From an optimization exercise on the open Yosys and OpenROAD flow, aimed at small area, a short achievable clock period and few clock cycles; shortcuts taken in it are not production practice.
Function was checked by simulation only, so behaviour that the tests miss may differ from the original.
Power figures rest on the tool's default switching activity, not on a simulated workload.

File: design/flow/design.v
  localparam R_TYPE = 7'b0110011;
  localparam I_TYPE = 7'b0010011;
  localparam LOAD   = 7'b0000011;
  localparam STORE  = 7'b0100011;
module instruction_memory #(parameter NumEntries = 64) (
  input  logic                               clk_100MHz,
  input  logic                               writeEn   ,
  input  logic                               readEn    ,
  input  logic                               reset     ,
  input  logic [($clog2(NumEntries<<2))-1:0] writeAddr ,
  input  logic [                     32-1:0] writeData ,
  input  logic [($clog2(NumEntries<<2))-1:0] readAddr  ,
  output logic [                     32-1:0] readData  ,
  input  logic                               readEn_2  ,
  input  logic [($clog2(NumEntries<<2))-1:0] readAddr_2,
  output logic [                     32-1:0] readData_2
);
  logic [NumEntries-1:0][32-1:0] mem;
  always_ff @(posedge clk_100MHz) begin
    if (writeEn) begin
      mem[writeAddr>>2] <= writeData;
    end
  end
  assign readData   = readEn   ? mem[readAddr>>2]   : 32'd0;
  assign readData_2 = readEn_2 ? mem[readAddr_2>>2] : 32'd0;
endmodule
module system_memory #(parameter NumEntries = 32) (
  input  logic                               clk_100MHz,
  input  logic                               reset     ,
  input  logic [($clog2(NumEntries<<2))-1:0] writeAddr ,
  input  logic [                     32-1:0] writeData ,
  input  logic                               writeEn   ,
  input  logic [($clog2(NumEntries<<2))-1:0] readAddr  ,
  output logic [                     32-1:0] readData  ,
  input  logic                               readEn    ,
  output logic [NumEntries-1:0][32-1:0]      mem
);
  always_ff @(posedge clk_100MHz) begin
    if (reset) begin
      mem <= '0;
    end
    else if (writeEn) begin
      mem[writeAddr>>2] <= writeData;
    end
  end
  assign readData = readEn ? mem[readAddr>>2] : 32'd0;
endmodule
module r_file_memory #(parameter  NumEntries = 32) (
  input  logic                                       clk_100MHz,
  input  logic                                       writeEn   ,
  input  logic                                       readEn    ,
  input  logic                                       reset     ,
  input  logic [($clog2(NumEntries<<2))-1:0]         writeAddr ,
  input  logic [                     32-1:0]         writeData ,
  input  logic [($clog2(NumEntries<<2))-1:0]         readAddr  ,
  input  logic                                       readEn_2  ,
  input  logic [($clog2(NumEntries<<2))-1:0]         readAddr_2,
  output logic [                     32-1:0]         readData_2,
  output logic [                     32-1:0]         readData  
);
  logic [NumEntries-1:0][32-1:0] mem;
  always_ff @(posedge clk_100MHz) begin
    if (reset) begin
      mem <= '0;  
    end
    else begin
      if (writeAddr==0) begin
        mem[0] <= 0;  
      end
      else if(writeEn) begin
        mem[writeAddr>>2] <= writeData;  
      end
    end
  end
  assign readData   = readEn ? mem[readAddr] : 0; 
  assign readData_2 = readEn_2 ? mem[readAddr_2] : 0; 
endmodule
module fetch #(parameter IM_DEPTH = 64) (
  input  logic                             clk_100MHz           ,
  input  logic                             reset                ,
  input  logic [($clog2(IM_DEPTH<<2))-1:0] writeAddr_IM         ,
  input  logic [                     31:0] writeData_IM         ,
  input  logic                             writeEn_IM           ,
  input                                    Memory_Initialization,
  input  logic                             stall                ,
  output logic [                     31:0] instruction_fetched
);
  localparam R_TYPE = 7'b0110011;
  localparam I_TYPE = 7'b0010011;
  localparam LOAD   = 7'b0000011;
  localparam STORE  = 7'b0100011;
  logic [($clog2(IM_DEPTH<<2))-1:0] Program_Counter,Program_Counter_Next;
  logic [                     31:0] readData_IM;
  logic                             PC_en          ;
  always_ff @(posedge clk_100MHz) begin
    if (reset | Memory_Initialization) begin
      instruction_fetched <= 0;
      Program_Counter     <= 0;
    end
    else if (PC_en) begin
      instruction_fetched <= readData_IM;
      if (Program_Counter_Next == (IM_DEPTH<<2)) begin  
        Program_Counter <= 0;
      end
      else begin
        Program_Counter <= Program_Counter_Next;
      end
    end
  end
  always_comb begin
    if (reset| Memory_Initialization) begin
      Program_Counter_Next = 0;
    end
    else if(PC_en) begin
      Program_Counter_Next = Program_Counter + 4;
    end
    else begin
      Program_Counter_Next = Program_Counter;
    end
  end
  assign PC_en = ~stall;
  instruction_memory #(.NumEntries(IM_DEPTH)) Instruction_Memory (
    .clk_100MHz(clk_100MHz     ),
    .writeEn   (writeEn_IM     ),
    .readEn    (1'b1           ),
    .reset     (reset          ),
    .writeAddr (writeAddr_IM   ),
    .writeData (writeData_IM   ),
    .readAddr  (Program_Counter),
    .readData  (readData_IM    ),
    .readEn_2  (1'b0           ),
    .readAddr_2('0             ),
    .readData_2(               )
  );
endmodule
module decode #(parameter RF_DEPTH = 32) (
  input  logic                             clk_100MHz            ,
  input  logic                             reset                 ,
  input  logic [                     31:0] instruction_fetched   ,
  input  logic [                     31:0] readData_RF           ,
  input  logic [                     31:0] readData_RF_2         ,
  output logic [($clog2(RF_DEPTH<<2))-1:0] readAddr_RF           ,
  output logic [($clog2(RF_DEPTH<<2))-1:0] readAddr_RF_2         ,
  output logic [                     31:0] data_rs1              ,
  output logic [                     31:0] data_rs2              ,
  output logic [                      4:0] rd_0                  ,
  output logic [                     11:0] I_imm                 ,
  output logic [                     31:0] instruction_fetched_R0,
  output       [                      2:0] funct3                ,
  output       [                      6:0] funct7                ,
  output       [                      4:0] shamt                 ,
  input  logic                             stall
);
  localparam R_TYPE = 7'b0110011;
  localparam I_TYPE = 7'b0010011;
  localparam LOAD   = 7'b0000011;
  localparam STORE  = 7'b0100011;
  logic [6:0] OPCODE;
  logic [4:0] rd,rs1,rs2;
  assign OPCODE = instruction_fetched[06:00];
  assign rs1    = instruction_fetched[19:15];  
  assign rs2    = instruction_fetched[24:20];  
  assign rd     = instruction_fetched[11:07];  
  assign funct3        = instruction_fetched_R0[14:12];
  assign funct7        = instruction_fetched_R0[31:25];
  assign shamt         = instruction_fetched_R0[24:20];
  assign readAddr_RF   = rs1;
  assign readAddr_RF_2 = rs2;
  always_ff @(posedge clk_100MHz) begin
    if (reset | stall) begin  
      data_rs1               <= 0;
      data_rs2               <= 0;
      rd_0                   <= 0;
      instruction_fetched_R0 <= 0;
      I_imm                  <= 0;
    end
    else begin
      data_rs1               <= readData_RF;
      data_rs2               <= readData_RF_2;
      rd_0                   <= rd;
      instruction_fetched_R0 <= instruction_fetched;
      if (OPCODE == STORE) begin
        I_imm <= {instruction_fetched[31:25],instruction_fetched[11:7]};  
      end
      else begin
        I_imm <= instruction_fetched[31:20];  
      end
    end
  end
endmodule
module execute (
  input  logic        clk_100MHz            ,
  input  logic        reset                 ,
  input  logic [31:0] instruction_fetched   ,
  input  logic [31:0] data_rs1              ,
  input  logic [31:0] data_rs2              ,
  input  logic [ 4:0] rd_0                  ,
  input  logic [11:0] I_imm                 ,
  input        [ 2:0] funct3                ,
  input        [ 6:0] funct7                ,
  input        [ 4:0] shamt                 ,
  output logic [31:0] data_out_exe          ,
  output logic [31:0] instruction_fetched_R1,
  output logic [ 4:0] rd_1                  ,
  output logic [31:0] data_rs2_R1
);
  localparam R_TYPE = 7'b0110011;
  localparam I_TYPE = 7'b0010011;
  localparam LOAD   = 7'b0000011;
  localparam STORE  = 7'b0100011;
  parameter OutputWidth = 32;  
  parameter InputWidth  = 12;  
  logic [31:0] SLTU,SLT,ADD,XOR,OR,AND,SRL,SLL,SUB,SRA;
  logic [31:0] I_imm_Sign_extended;
  logic [31:0] Second_Operand;
  logic [ 3:0] MUX_SELECT         ;
  logic [ 4:0] Second_Operand_2;
  logic [ 6:0] OPCODE             ;
  assign OPCODE = instruction_fetched[6:0];
  always_comb begin
    if (OPCODE == R_TYPE) begin
      MUX_SELECT = {funct7[5],funct3};
    end
    else if (OPCODE == I_TYPE) begin
      if (funct3 == 3'b001 || funct3 == 3'b101) begin
        MUX_SELECT = {funct7[5],funct3};
      end
      else begin
        MUX_SELECT = {1'b0,funct3};
      end
    end
    else if ( (OPCODE == LOAD) || (OPCODE == STORE)) begin
      MUX_SELECT = 0;
    end
    else begin
      MUX_SELECT = 15;
    end
  end
  always_ff @(posedge clk_100MHz) begin
    if (reset) begin
      instruction_fetched_R1 <= 0;
      rd_1                   <= 0;
      data_rs2_R1            <= 0;
      data_out_exe           <= 0;
    end
    else
      begin
        instruction_fetched_R1 <= instruction_fetched;
        rd_1                   <= rd_0;
        data_rs2_R1            <= data_rs2;
        case (MUX_SELECT)  
          4'd0 : begin   
            data_out_exe <= ADD;
          end
          4'd1 : begin   
            data_out_exe <= SLL;
          end
          4'd2 : begin    
            data_out_exe <= SLT;
          end
          4'd3 : begin    
            data_out_exe <= SLTU;
          end
          4'd4 : begin    
            data_out_exe <= XOR;
          end
          4'd5 : begin    
            data_out_exe <= SRL;
          end
          4'd6 : begin    
            data_out_exe <= OR;
          end
          4'd7 : begin    
            data_out_exe <= AND;
          end
          4'd8 : begin    
            data_out_exe <= SUB;
          end
          4'd13 : begin    
            data_out_exe <= SRA;
          end
          4'd15 : begin    
            data_out_exe <= 0;
          end
          default : begin
            data_out_exe <= 32'd0;
          end
        endcase
      end
  end
  assign I_imm_Sign_extended = { {OutputWidth-InputWidth{I_imm[InputWidth-1]}}, I_imm };  
  assign Second_Operand      = (OPCODE == R_TYPE) ? data_rs2 : I_imm_Sign_extended;
  assign Second_Operand_2    = (OPCODE == R_TYPE) ? data_rs2[4:0] : shamt;
  assign ADD                 = data_rs1 + Second_Operand ;  
  assign SLL                 = (data_rs1 << Second_Operand_2)  ;  
  assign SLT                 = {31'd0 , ($signed(data_rs1) < $signed(Second_Operand))} ;  
  assign SLTU                = {31'd0 , (data_rs1 < Second_Operand )};  
  assign XOR                 = data_rs1 ^ Second_Operand ;  
  assign SRL                 = (data_rs1 >> Second_Operand_2) ;  
  assign OR                  = data_rs1 | Second_Operand ;  
  assign AND                 = data_rs1 & Second_Operand ;  
  assign SUB                 = data_rs1 - data_rs2 ;  
  assign SRA                 = ($signed(data_rs1) >>> Second_Operand_2)  ;  
endmodule
module memory #(parameter SM_DEPTH = 32) (
  input  logic                             clk_100MHz            ,
  input  logic                             reset                 ,
  input  logic [                     31:0] data_out_exe          ,
  input  logic [                      4:0] rd_1                  ,
  input  logic [                     31:0] data_rs2_R1           ,
  input  logic [                     31:0] instruction_fetched_R1,
  input  logic                             Memory_Initialization ,
  input  logic [($clog2(SM_DEPTH<<2))-1:0] writeAddr_SM_TB       ,
  input  logic [                     31:0] writeData_SM_TB       ,
  input  logic                             writeEn_SM_TB         ,
  output logic [                     31:0] instruction_fetched_R2,
  output logic [                      4:0] rd_2                  ,
  output logic [                     31:0] data_out_exe_R2       ,
  output logic                             writeEn_SM_pipe       ,
  output logic [($clog2(SM_DEPTH<<2))-1:0] writeAddr_SM_pipe     
);
  localparam R_TYPE = 7'b0110011;
  localparam I_TYPE = 7'b0010011;
  localparam LOAD   = 7'b0000011;
  localparam STORE  = 7'b0100011;
  logic [             SM_DEPTH-1:0][32-1:0] system_mem  ;
  logic [($clog2(SM_DEPTH<<2))-1:0]         writeAddr_SM;
  logic[31:0] writeData_SM ;
  logic       writeEn_SM;
  logic [6:0] OPCODE    ;
  assign OPCODE = instruction_fetched_R1 [ 6:0];
  always_ff @(posedge clk_100MHz ) begin
    if(reset) begin
      instruction_fetched_R2 <= 0;
      rd_2                   <= 0;
    end else begin
      instruction_fetched_R2 <= instruction_fetched_R1;
      rd_2                   <= rd_1;
      case (OPCODE)
        R_TYPE : begin
          data_out_exe_R2 <= data_out_exe;
        end
        I_TYPE : begin
          data_out_exe_R2 <= data_out_exe;
        end
        LOAD : begin
          data_out_exe_R2 <= system_mem[data_out_exe[($clog2(SM_DEPTH<<2))-1:2]];  
        end
        STORE : begin
        end
        default : begin
          data_out_exe_R2 <= 0;
        end
      endcase
    end
  end
  assign writeEn_SM_pipe   = (OPCODE==STORE) ? 1 : 0;
  assign writeAddr_SM_pipe = data_out_exe[($clog2(SM_DEPTH<<2))-1:0];
  assign writeAddr_SM = writeEn_SM_TB ? writeAddr_SM_TB : writeAddr_SM_pipe;
  assign writeData_SM = writeEn_SM_TB ? writeData_SM_TB : data_rs2_R1;
  assign writeEn_SM   = writeEn_SM_TB | writeEn_SM_pipe;
  system_memory #(.NumEntries(SM_DEPTH)) System_memory (
    .clk_100MHz(clk_100MHz  ),
    .reset     (reset       ),
    .writeAddr (writeAddr_SM),
    .writeData (writeData_SM),
    .writeEn   (writeEn_SM  ),
    .readAddr  (7'd0        ),
    .readData  (            ),
    .readEn    (1'b0        ),
    .mem       (system_mem  )
  );
endmodule
module write_back #(parameter RF_DEPTH = 32) (
  input  logic                                   clk_100MHz            ,
  input  logic                                   reset                 ,
  input  logic [                     31:0]       data_out_exe_R2       ,
  input  logic [                     31:0]       instruction_fetched_R2,
  input  logic [                      4:0]       rd_2                  ,
  output logic [($clog2(RF_DEPTH<<2))-1:0]       writeAddr_RF_WB       ,
  output logic [                     31:0]       writeData_RF_WB       ,
  output logic                                   writeEn_RF_WB
);
  localparam R_TYPE = 7'b0110011;
  localparam I_TYPE = 7'b0010011;
  localparam LOAD   = 7'b0000011;
  localparam STORE  = 7'b0100011;
  logic [6:0] OPCODE;
  assign OPCODE = instruction_fetched_R2[6:0];
  always_ff @(posedge clk_100MHz) begin
    writeAddr_RF_WB <= 0;
    writeData_RF_WB <= 0;
    writeEn_RF_WB   <= 0;
    if ((OPCODE == R_TYPE) || (OPCODE == I_TYPE) || (OPCODE == LOAD)) begin
      writeAddr_RF_WB <= (rd_2<<2) ;
      writeData_RF_WB <= data_out_exe_R2;
      writeEn_RF_WB   <= 1;
    end
    else begin
      writeAddr_RF_WB <= 0;
      writeData_RF_WB <= 0;
      writeEn_RF_WB   <= 0;
    end
  end
endmodule : write_back
module riscv_top #(
    parameter IM_DEPTH = 64,
    parameter RF_DEPTH = 32,
    parameter SM_DEPTH = 32
) (
    input  logic clk_100MHz,
    input  logic reset,
    input  logic Memory_Initialization,
    input  logic [($clog2(IM_DEPTH<<2))-1:0] writeAddr_IM,
    input  logic [31:0] writeData_IM,
    input  logic writeEn_IM,
    input  logic [($clog2(SM_DEPTH<<2))-1:0] writeAddr_SM_TB,
    input  logic [31:0] writeData_SM_TB,
    input  logic writeEn_SM_TB,
    output logic        rf_we,
    output logic [4:0]  rf_waddr,
    output logic [31:0] rf_wdata,
    output logic        sm_we,
    output logic [4:0]  sm_waddr,
    output logic [31:0] sm_wdata
);
  localparam R_TYPE = 7'b0110011;
  localparam I_TYPE = 7'b0010011;
  localparam LOAD   = 7'b0000011;
  localparam STORE  = 7'b0100011;
    logic [31:0] instruction_fetched;
    logic [31:0] readData_RF, readData_RF_2;
    logic [($clog2(RF_DEPTH<<2))-1:0] readAddr_RF, readAddr_RF_2;
    logic [31:0] data_rs1, data_rs2;
    logic [4:0] rd_0, rd_1, rd_2;
    logic [11:0] I_imm;
    logic [4:0] shamt;
    logic [2:0] funct3;
    logic [6:0] funct7;
    logic [31:0] instruction_fetched_R0, instruction_fetched_R1, instruction_fetched_R2;
    logic [31:0] data_out_exe, data_out_exe_R2, data_rs2_R1;
    logic [$clog2(RF_DEPTH<<2)-1:0] writeAddr_RF_WB;
    logic [31:0] writeData_RF_WB;
    logic writeEn_RF_WB;
    logic stall;
    logic writeEn_SM_pipe;
    logic [($clog2(SM_DEPTH<<2))-1:0] writeAddr_SM_pipe;
    logic [6:0] op_D, op_E, op_M, op_W;
    logic [4:0] rs1_D, rs2_D;
    logic       use_rs1, use_rs2;
    logic       wr_E, wr_M, wr_W, wr_WB;
    logic       hit_rs1, hit_rs2;
    assign op_D    = instruction_fetched[6:0];
    assign rs1_D   = instruction_fetched[19:15];
    assign rs2_D   = instruction_fetched[24:20];
    assign use_rs1 = (op_D == R_TYPE) || (op_D == I_TYPE) || (op_D == LOAD) || (op_D == STORE);
    assign use_rs2 = (op_D == R_TYPE) || (op_D == STORE);
    assign op_E    = instruction_fetched_R0[6:0];
    assign op_M    = instruction_fetched_R1[6:0];
    assign op_W    = instruction_fetched_R2[6:0];
    assign wr_E    = ((op_E == R_TYPE) || (op_E == I_TYPE) || (op_E == LOAD)) && (rd_0 != 0);
    assign wr_M    = ((op_M == R_TYPE) || (op_M == I_TYPE) || (op_M == LOAD)) && (rd_1 != 0);
    assign wr_W    = ((op_W == R_TYPE) || (op_W == I_TYPE) || (op_W == LOAD)) && (rd_2 != 0);
    assign wr_WB   = writeEn_RF_WB && (writeAddr_RF_WB[6:2] != 0);
    assign hit_rs1 = (wr_E && (rd_0 == rs1_D)) || (wr_M && (rd_1 == rs1_D)) ||
                     (wr_W && (rd_2 == rs1_D)) || (wr_WB && (writeAddr_RF_WB[6:2] == rs1_D));
    assign hit_rs2 = (wr_E && (rd_0 == rs2_D)) || (wr_M && (rd_1 == rs2_D)) ||
                     (wr_W && (rd_2 == rs2_D)) || (wr_WB && (writeAddr_RF_WB[6:2] == rs2_D));
    assign stall   = (use_rs1 && hit_rs1) || (use_rs2 && hit_rs2);
    assign rf_we    = writeEn_RF_WB;
    assign rf_waddr = writeAddr_RF_WB[6:2];
    assign rf_wdata = writeData_RF_WB;
    assign sm_we    = writeEn_SM_pipe;
    assign sm_waddr = writeAddr_SM_pipe[6:2];
    assign sm_wdata = data_rs2_R1;
    fetch #(.IM_DEPTH(IM_DEPTH)) u_fetch (
        .clk_100MHz(clk_100MHz),
        .reset(reset),
        .writeAddr_IM(writeAddr_IM),
        .writeData_IM(writeData_IM),
        .writeEn_IM(writeEn_IM),
        .Memory_Initialization(Memory_Initialization),
        .stall(stall),
        .instruction_fetched(instruction_fetched)
    );
    decode #(.RF_DEPTH(RF_DEPTH)) u_decode (
        .clk_100MHz(clk_100MHz),
        .reset(reset),
        .instruction_fetched(instruction_fetched),
        .readData_RF(readData_RF),
        .readData_RF_2(readData_RF_2),
        .readAddr_RF(readAddr_RF),
        .readAddr_RF_2(readAddr_RF_2),
        .data_rs1(data_rs1),
        .data_rs2(data_rs2),
        .rd_0(rd_0),
        .I_imm(I_imm),
        .instruction_fetched_R0(instruction_fetched_R0),
        .funct3(funct3),
        .funct7(funct7),
        .shamt(shamt),
        .stall(stall)
    );
    execute u_execute (
        .clk_100MHz(clk_100MHz),
        .reset(reset),
        .instruction_fetched(instruction_fetched_R0),
        .data_rs1(data_rs1),
        .data_rs2(data_rs2),
        .rd_0(rd_0),
        .I_imm(I_imm),
        .funct3(funct3),
        .funct7(funct7),
        .shamt(shamt),
        .data_out_exe(data_out_exe),
        .instruction_fetched_R1(instruction_fetched_R1),
        .rd_1(rd_1),
        .data_rs2_R1(data_rs2_R1)
    );
    memory #(.SM_DEPTH(SM_DEPTH)) u_memory (
        .clk_100MHz(clk_100MHz),
        .reset(reset),
        .data_out_exe(data_out_exe),
        .rd_1(rd_1),
        .data_rs2_R1(data_rs2_R1),
        .instruction_fetched_R1(instruction_fetched_R1),
        .Memory_Initialization(Memory_Initialization),
        .writeAddr_SM_TB(writeAddr_SM_TB),
        .writeData_SM_TB(writeData_SM_TB),
        .writeEn_SM_TB(writeEn_SM_TB),
        .instruction_fetched_R2(instruction_fetched_R2),
        .rd_2(rd_2),
        .data_out_exe_R2(data_out_exe_R2),
        .writeEn_SM_pipe(writeEn_SM_pipe),
        .writeAddr_SM_pipe(writeAddr_SM_pipe)
    );
    write_back #(.RF_DEPTH(RF_DEPTH)) u_write_back (
        .clk_100MHz(clk_100MHz),
        .reset(reset),
        .data_out_exe_R2(data_out_exe_R2),
        .instruction_fetched_R2(instruction_fetched_R2),
        .rd_2(rd_2),
        .writeAddr_RF_WB(writeAddr_RF_WB),
        .writeData_RF_WB(writeData_RF_WB),
        .writeEn_RF_WB(writeEn_RF_WB)
    );
    r_file_memory #(.NumEntries(RF_DEPTH)) u_r_file_memory (
        .clk_100MHz(clk_100MHz),
        .writeEn(writeEn_RF_WB),
        .readEn(1'b1),
        .reset(reset),
        .writeAddr(writeAddr_RF_WB),
        .writeData(writeData_RF_WB),
        .readAddr(readAddr_RF),
        .readEn_2(1'b1),
        .readAddr_2(readAddr_RF_2),
        .readData_2(readData_RF_2),
        .readData(readData_RF)
    );
endmodule
File: design/flow/run.sh
#!/bin/bash
# synth_recipe.tcl (not shown) runs the flow's synth.tcl, then flattens the netlist and writes it again
# the make line also repeats each setting of config.mk as NAME=value (left out here)
make -C /OpenROAD-flow-scripts/flow DESIGN_CONFIG=/design/flow/config.mk WORK_HOME=/design/flow/orfs CLKGATE_MAP_FILE= SYNTH_SCRIPT=/design/flow/synth_recipe.tcl finish
File: design/flow/config.mk
export PLATFORM = sky130hd
export DESIGN_NAME = riscv_top
export DESIGN_NICKNAME = riscv_top
export VERILOG_FILES = /design/flow/design.v
export SDC_FILE = /design/flow/constraint.sdc
export NUM_CORES = 4
export LEC_CHECK = 0
export CAP_MARGIN = 20
export CORE_MARGIN = 2
export CORE_UTILIZATION = 45
export SLEW_MARGIN = 20
File: design/flow/constraint.sdc
create_clock -name core_clock -period 10.0 [get_ports {clk_100MHz}]
set_input_delay 2.0000 -clock core_clock [delete_from_list [all_inputs] [get_ports {clk_100MHz}]]
set_output_delay 2.0000 -clock core_clock [all_outputs]
set_load 0.01 [all_outputs]
==> key figures <==
Run status
  • Outcome: complete, no violations

Finish
  • Post-Layout Inst Area: 237000 sq um
  • Layout cell share with drive strength beyond 1: 31.8%
  • Layout area overhead: 10.5%
  • Utilization after layout: 49.9%
  • Final net count: 16000

Global route
  • Tot GR Track Use: 27.2%
  • First-pass GRT wire length: 978000 um
  • Largest net degree at the start of global routing: 202
  • Initial antenna violation count: 35
  • Number of global-route vias before repair: 139000
  • Aggregate global routing overflow: 0

Floorplan
  • Cell row count: 253
  • Core area: 475000 sq um
  • Vert. Die Dim: 694 um
  • Chip width: 694 um
  • DIE AREA: 482000 sq um
  • Boundary pin count: 160
  • Initial Util: 45.2%

STA
  • Tmin final: 7.40 ns
  • RSZ-0062 raised after global routing: no
  • Slew Limit Fails: 0
  • Fin. Hold Viols: 0
  • Fmax: 0.135 GHz
  • Measured slew at the worst slew-check pin: 1.19 ns
  • Skew final: 0.0968 ns
  • Max transition margin: 18.1%
  • Setup violators final: 0
  • Final period util: 74.0%
  • Setup TNS: 0 ns

Worst hold path
  • WHS Path Cells: 1
  • Worst min path class: flip-flop to flip-flop
  • Hold Path Origin: u_fetch.instruction_fetched[26]
  • Worst hold endpoint: u_decode.instruction_fetched_R0[26]

Detailed routing
  • Post-DR wirelength/cell: 30.2 um
  • DRT Wirelength: 676000 um
  • Starting DRT DRC Count: 16700
  • 1st-pass router iterations: 7
  • Drt drc: 0
  • Vias per cell: 6.43
  • Total number of vias: 144000
  • Final ANT Viol Nets: 0

Logic synthesis
  • Largest area contributor in the netlist: edfxtp_1
  • Synth async-reset ratio: 0%
  • Syn nets: 16700
  • Register bit total from synthesis: 4388
  • Yosys warns: 8
  • Top cell type's share of synthesized area: 29.1%
  • Library cells used by synthesis: 85
  • Syn avg cell area: 13.0 sq um
  • Sequential area share after synthesis: 50.6%
  • Dominant synthesized flop cell: dfxtp_1
  • Post-Syn Area: 215000 sq um
  • Most common cell in the netlist: dfxtp_1
  • Mapped Cells: 16500
  • Post-synth EDFFs: 2080
  • Top cells by area, synth: edfxtp_1, dfxtp_1, mux4_2
  • Commonest cells post-synth: dfxtp_1, nor2_1, edfxtp_1

Worst setup path
  • CP startpoint kind: flip-flop
  • Worst Path Required: 10.84 ns
  • Critical path data arrival time: 8.24 ns
  • CP Class: flip-flop to flip-flop
  • R2r setup slk: 2.60 ns
  • FF-to-FF path depth: 22
  • R2R Path Start: u_decode.instruction_fetched_R0[4]
  • RR Endpoint: u_execute.data_out_exe[25]
  • Worst-path fanout max: 30
  • Worst Setup End Kind: flip-flop

Power
  • Max VDD drop: 0.000160 V
  • Pwr/cell area: 168 nW/um^2
  • LEAKAGE: 75.9 nW

Clock tree
  • Clock Path Buffers: 4
  • Clock Tree Root: clkbuf_16
  • Clock transition at the registers of the reported paths: 0.06 ns
  • Postcts setup bufs: 0
  • CTS Sinks: 4388
  • CTS buffer count: 461
  • Clock H-tree levels: 5
  • Clock insertion delay at the later pin of the skew report: 1.08 ns
  • Post-CTS Hold Buffers: 0
  • Post-CTS sizing: 0
  • CTS tree: built

Placed design
  • Number of port buffers: 155
  • GP Congestion: 0.970
  • Dpl hpwl: 383000 um
  • Placement Cell Area: 222000 sq um

Run
  • Max-cap violations: 0
layer usage:
metal | GRT usage (%) | routed length [um]
met5 | 0 | 219
met4 | 11.5 | 32000
met3 | 4.85 | 55100
met2 | 43.1 | 312000
met1 | 36.9 | 277000
stage by stage:
stage	std cells	power, mW	hold WS, ns	worst slack (ns)
after detailed placement	21500	22.9	0.426	3.06
final	22400	39.9	0.412	2.60
after CTS	22300	40.1	0.431	3.04
after global placement	21500	22.9	0.425	3.10
after floorplan	16500	21.9	0.420	4.56
after global routing	22400	41.1	0.452	2.36
cell usage in the layout, fill, tap and decap left out, types with 23 or more instances in the layout:
cell / n
dfxtp_1: 2286
edfxtp_1: 2080
mux2_2: 2062
nor2_1: 2028
mux4_2: 1657
a211oi_1: 1068
nand2_1: 667
a22oi_1: 530
clkbuf_16: 471
buf_4: 391
a21oi_1: 373
a32oi_1: 267
mux2i_1: 202
o21ai_0: 164
ha_1: 153
clkdlybuf4s50_1: 120
inv_1: 101
clkbuf_1: 94
clkinv_2: 80
and2_1: 75
clkinv_1: 70
nand2_2: 69
nand3_1: 67
clkbuf_8: 67
nor2b_1: 66
xnor2_1: 61
nor2_4: 58
nor3_1: 48
o21a_1: 40
buf_12: 33
o211ai_1: 31
bufinv_16: 31
xor2_1: 28
a21o_1: 27
nand2b_1: 26
a31oi_1: 26
o22ai_1: 25
or3_1: 23
flip-flops by register name, summed over array words and instances (netlist names):
register                          count
u_execute.data_out_exe               32
u_decode.data_rs1                    32
u_memory.instruction_fetched_R2       7
u_decode.instruction_fetched_R0      25
u_r_file_memory.mem                1024
u_execute.instruction_fetched_R1      7
u_fetch.instruction_fetched          32
u_fetch.Program_Counter               6
u_decode.data_rs2                    32
u_memory.System_memory.mem         1024
u_memory.rd_2                         5
u_memory.data_out_exe_R2             32
u_write_back.writeAddr_RF_WB          5
u_decode.I_imm                        7
u_write_back.writeEn_RF_WB            1
u_fetch.Instruction_Memory.mem     2048
u_execute.data_rs2_R1                32
u_execute.rd_1                        5
u_write_back.writeData_RF_WB         32
worst max-delay path: stages (launching register included):
cell and delay (ns):
dfxtp_1 0.62, and4bb_1 0.41, nand2_1 0.30, buf_4 0.36
a21oi_1 0.40, ha_1 0.34, nand2_1 0.31, nor3_1 0.48
o21ai_0 0.19, buf_4 0.23, o21ai_0 0.08, nand2_1 0.06
o21ai_0 0.11, ha_1 0.35, a211oi_1 0.26, nor2_1 0.09
o311ai_0 0.49, nand4_1 0.43, o22ai_1 0.87, o21bai_1 0.16
xor2_1 0.18, a211oi_1 0.24, o21ai_0 0.14
cell type report:
class | instances | area (sq um)
fill | 41000 | 238000
sequential | 4388 | 109000
multi-input combinational | 10200 | 99800
clock buffer | 632 | 13100
tap | 6247 | 7820
timing repair buffer | 573 | 5170
clock inverter | 218 | 2100
inverter | 103 | 387
antenna | 13 | 32.5
cell families after synthesis:
family                     Yosys count  share of synthesized area, %
DFF                               4388                          50.6
muxes                             3953                          29.3
and+or+nand+nor                   3277                          6.29
AOI/OAI and AO/OA                 2715                          9.07
buffers and inverters             1924                          3.41
adders and majority gates          154                         0.902
xor gates and xnor gates            90                         0.367
worst max-delay path by stage:
| stage | startpoint | slack [ns] | to | cells after the start |
|---|---|---|---|---|
| 3_5_place_dp | writeEn_SM_TB | 3.06 | u_memory.System_memory.mem[835] | 15 |
| 5_1_grt | u_decode.instruction_fetched_R0[4] | 2.36 | u_execute.data_out_exe[25] | 22 |
| 4_1_cts | u_decode.instruction_fetched_R0[4] | 3.04 | u_execute.data_out_exe[25] | 22 |
| 2_1_floorplan | u_decode.instruction_fetched_R0[5] | 4.56 | u_execute.data_out_exe[26] | 26 |
| 3_3_place_gp | writeEn_SM_TB | 3.10 | u_memory.System_memory.mem[838] | 15 |
| 6_report | u_decode.instruction_fetched_R0[4] | 2.60 | u_execute.data_out_exe[25] | 22 |
report_power, final:
| part | switching [mW] | internal (mW) | total (mW) | leakage (nW) |
|---|---|---|---|---|
| Combinational | 1.55 | 1.23 | 2.78 | 29.5 |
| Clock | 7.43 | 9.91 | 17.3 | 7.46 |
| Sequential | 0.304 | 19.5 | 19.8 | 39.0 |
Testbench counts, summed over its fixed seeds: cycles 16,397.

## afterwards: timing with drivers on the ports
In the flow no input, the clock included, has a driving cell. The finished layout below was timed again as built, in two steps.
Step 1 assumes that a clkbuf_16 drives the clock port and a buf_2 every other input.
Step 2, shift: input delay + t, output delay - t, t = (earliest + latest rising clock arrival at the registers) / 2. This alone moves slack from input paths to output paths.
a / b / c = no drivers / after step 1 / after step 2; a / b = the first two.
shift t [ns]: 1.159
setup WS [ns]: 2.603 / 2.603 / 2.603
worst setup path at the end: register to register
After both steps setup and hold are still met in this run. The setup slack of this run moves by 0.000 ns with the drivers and by 0.000 ns with both steps.
